Source: an optimization exercise on an open RTL-to-GDS flow (aim: small area). Production flows keep margins and buffers that such runs may drop. In this exercise RTL edits were held to simulation tests only and were not proved equivalent to the original. The flow treats the clock pin as an ideal source, which a real chip does not have.

Setup of build 41:
## tpuv1
module tpuv1
  (
    input clk, rst_n, r_w,  
    input [63:0] dataIn,
    output [63:0] dataOut,
    input [15:0] addr
  );
wire wrA   = r_w & (addr[15:6] == 10'h004);             
wire wrB   = r_w & (addr[15:6] == 10'h008);             
wire wrCl  = r_w & (addr[15:7] == 9'h006) & ~addr[3];  
wire wrCh  = r_w & (addr[15:7] == 9'h006) &  addr[3];  
wire start = r_w & (addr == 16'h0400);
reg        busy;
reg  [2:0] row;
reg  [2:0] st;
wire last = busy & (row == 3'd7) & st[2];
wire [2:0] nrow = busy ? row + {2'd0, st[2]} : 3'd0;
wire [2:0] nst  = busy ? {st[1:0], st[2]} : 3'b001;
always @(posedge clk) begin
  if (!rst_n) begin
    busy <= 1'b0;
    row  <= 3'd0;
    st   <= 3'b001;
  end else if (busy) begin
    st <= {st[1:0], st[2]};
    if (st[2]) begin
      row <= row + 3'd1;
      if (row == 3'd7) busy <= 1'b0;
    end
  end else if (start) begin
    busy <= 1'b1;
    row  <= 3'd0;
    st   <= 3'b001;
  end
end
wire [63:0] din = (rst_n & ~busy) ? dataIn : 64'd0;
reg [63:0] A [0:7];
integer ia;
always @(posedge clk)
  for (ia = 0; ia < 8; ia = ia + 1)
    if (!rst_n || last || (wrA && addr[5:3] == ia[2:0]))
      A[ia] <= din;
reg [63:0] B [0:7];
reg [7:0]  bval;
integer ib;
always @(posedge clk)
  if (wrB) begin
    for (ib = 0; ib < 7; ib = ib + 1)
      B[ib] <= B[ib+1];
    B[7] <= dataIn;
  end
always @(posedge clk)
  if (!rst_n || last) bval <= 8'd0;
  else if (wrB)       bval <= {1'b1, bval[7:1]};
reg [63:0] Cin_lo;
always @(posedge clk)
  if (!rst_n || wrCl) Cin_lo <= din;
reg  [127:0] C [0:7];
wire [3:0]  chalf = busy ? {nrow, ~nst[0]} : addr[6:3];
reg  [63:0] Crd;
integer k;
always @* begin
  Crd = 64'd0;
  for (k = 0; k < 16; k = k + 1)
    Crd = Crd | ({64{chalf == k[3:0]}} & C[k / 2][64 * (k % 2) +: 64]);
end
assign dataOut = Crd;
reg  [63:0] Arow;
reg  [15:0] Cel [0:2];
reg  [15:0] X3;
integer u, m;
always @(posedge clk) begin
  Arow   <= A[nrow];
  ...
Settings: LEC_CHECK=0, CAP_MARGIN=10, CORE_MARGIN=2, CORE_UTILIZATION=45, CTS_BUF_LIST=sky130_fd_sc_hd__clkbuf_16, CTS_CLUSTER_DIAMETER=100, CTS_CLUSTER_SIZE=30, GPL_ROUTABILITY_DRIVEN=0, PLACE_DENSITY=0.6, SLEW_MARGIN=10, SYNTH_HIERARCHICAL=1; clock period 10.0 ns.
standard.sh (not shown) runs the stock make flow with config.mk's settings and CLKGATE_MAP_FILE= SYNTH_SCRIPT=/design/flow/synth_recipe.tcl, a recipe that flattens the netlist after the stock synthesis.
==> flow/flow/run.sh <==
#!/bin/bash
# The standard layout (standard.sh, the ORFS flow with flow/config.mk's
# settings), with two changes passed to ORFS through its own variables:
#  - clock tree synthesis without dummy loads (clkbuf_16, clusters of up to 30 within 100 um);
#  - the port buffers are buf_1 cells.
set -euo pipefail
export CTS_ARGS="-sink_clustering_enable -repair_clock_nets -sink_clustering_size 30 -sink_clustering_max_diameter 100 -buf_list sky130_fd_sc_hd__clkbuf_16 -dont_use_dummy_load"
export BUFFER_PORTS_ARGS="-buffer_cell sky130_fd_sc_hd__buf_1"
bash standard.sh > standard.log 2>&1
Build 41 was carried through to the last stage, and its layout satisfied the timing, design-rule and antenna checks.
Setup changes, build 41 to build 75
# build 41
export LEC_CHECK = 0
export CAP_MARGIN = 10
export CORE_MARGIN = 2
export CORE_UTILIZATION = 45
export CTS_BUF_LIST = sky130_fd_sc_hd__clkbuf_16
export CTS_CLUSTER_DIAMETER = 100
export CTS_CLUSTER_SIZE = 30
export GPL_ROUTABILITY_DRIVEN = 0
export PLACE_DENSITY = 0.6
export SLEW_MARGIN = 10
export SYNTH_HIERARCHICAL = 1
create_clock -name core_clock -period 10.0 [get_ports {clk}]
# build 75
export LEC_CHECK = 0
export CAP_MARGIN = 10
export CORE_MARGIN = 2
export CORE_UTILIZATION = 50
export CTS_BUF_LIST = sky130_fd_sc_hd__clkbuf_16
export CTS_CLUSTER_DIAMETER = 100
export CTS_CLUSTER_SIZE = 30
export PLACE_DENSITY = 0.65
export SLEW_MARGIN = 10
export SYNTH_HIERARCHICAL = 1
create_clock -name core_clock -period 10.0 [get_ports {clk}]
[summary]
Compared with build 41, build 75 shows a detailed-route wire length that is 13000 um lower.
Compared with build 41, build 75 improves area of the core.
What build 3 does differently from build 75 at the input level:
# build 75
export LEC_CHECK = 0
export CAP_MARGIN = 10
export CORE_MARGIN = 2
export CORE_UTILIZATION = 50
export CTS_BUF_LIST = sky130_fd_sc_hd__clkbuf_16
export CTS_CLUSTER_DIAMETER = 100
export CTS_CLUSTER_SIZE = 30
export PLACE_DENSITY = 0.65
export SLEW_MARGIN = 10
export SYNTH_HIERARCHICAL = 1
create_clock -name core_clock -period 10.0 [get_ports {clk}]
# build 3
export LEC_CHECK = 0
export CAP_MARGIN = 0
export CORE_MARGIN = 2
export CORE_UTILIZATION = 45
export CTS_BUF_LIST = sky130_fd_sc_hd__clkbuf_16
export CTS_CLUSTER_DIAMETER = 100
export CTS_CLUSTER_SIZE = 30
export PLACE_DENSITY = 0.6
export SLEW_MARGIN = 0
export SYNTH_HIERARCHICAL = 1
create_clock -name core_clock -period 10.0 [get_ports {clk}]
==> comparison <==
Between build 75 and build 3, the difference in multi-input combinational cell area is negligible. Looking at count of placed standard cells including taps, build 3 sits above build 75. Build 3 reports its first element of the critical path as st[2] while build 75 reports st[1]. Via total after detailed routing: build 75 vs build 3 — no meaningful difference. Diff build 75 -> build 3: area growth from synthesis to final layout +0.68 points, final critical delay including setup and external delays +150 ps, wire length after detailed routing went up 3.2%. Per the comparison of build 3 with build 75, register-to-register setup slack dropped 150 ps; finished layout cell area climbed 810 um2.
diff inputs: build 3 => build 80
# build 3
export LEC_CHECK = 0
export CAP_MARGIN = 0
export CORE_MARGIN = 2
export CORE_UTILIZATION = 45
export CTS_BUF_LIST = sky130_fd_sc_hd__clkbuf_16
export CTS_CLUSTER_DIAMETER = 100
export CTS_CLUSTER_SIZE = 30
export PLACE_DENSITY = 0.6
export SLEW_MARGIN = 0
export SYNTH_HIERARCHICAL = 1
create_clock -name core_clock -period 10.0 [get_ports {clk}]
# build 80
export LEC_CHECK = 0
export CAP_MARGIN = 10
export CORE_MARGIN = 2
export CORE_UTILIZATION = 55
export CTS_BUF_LIST = sky130_fd_sc_hd__clkbuf_16
export CTS_CLUSTER_DIAMETER = 100
export CTS_CLUSTER_SIZE = 30
export PLACE_DENSITY = 0.7
export SLEW_MARGIN = 10
export SYNTH_HIERARCHICAL = 1
create_clock -name core_clock -period 10.0 [get_ports {clk}]
Notes after the runs:
- | clock-buffer cell count | lower: build 80 |
- Taking build 3 as the reference, in build 80 number of non-clock buffers saw an increase, first-pass GRT wire length shows a reduction of about 2.2%.

==> what the ideal ports hide <==
The results above use ideal ports. As a check the final layouts listed here were re-extracted and re-timed, cells and wires unchanged. Step 1 (the two cells are an assumption about what drives the block):
set clk [get_ports {clk}]
set_driving_cell -lib_cell sky130_fd_sc_hd__clkbuf_16 $clk
set_driving_cell -lib_cell sky130_fd_sc_hd__buf_2 [delete_from_list [all_inputs] $clk]
Step 2 adds t to the input delays and takes it off the output delays; t is the mean of the earliest and latest rising clock arrival at the registers after step 1. Input paths then give back, and output paths get back, about the clock's delay inside the block. Three values: ideal ports, drivers, drivers and shift; two values: the first two.
run | shift t [ns] | slack for setup (ns) | worst slew at a driven data input, ns
build 41 | 0.867 | 0.635 / 0.635 / 0.635 | 0.26
build 75 | 0.845 | 0.655 / 0.655 / 0.655 | 0.28
build 3 | 0.874 | 0.507 / 0.507 / 0.507 | 0.28
build 80 | 0.851 | 0.824 / 0.824 / 0.824 | 0.19
After both steps setup and hold are still met in every run listed.
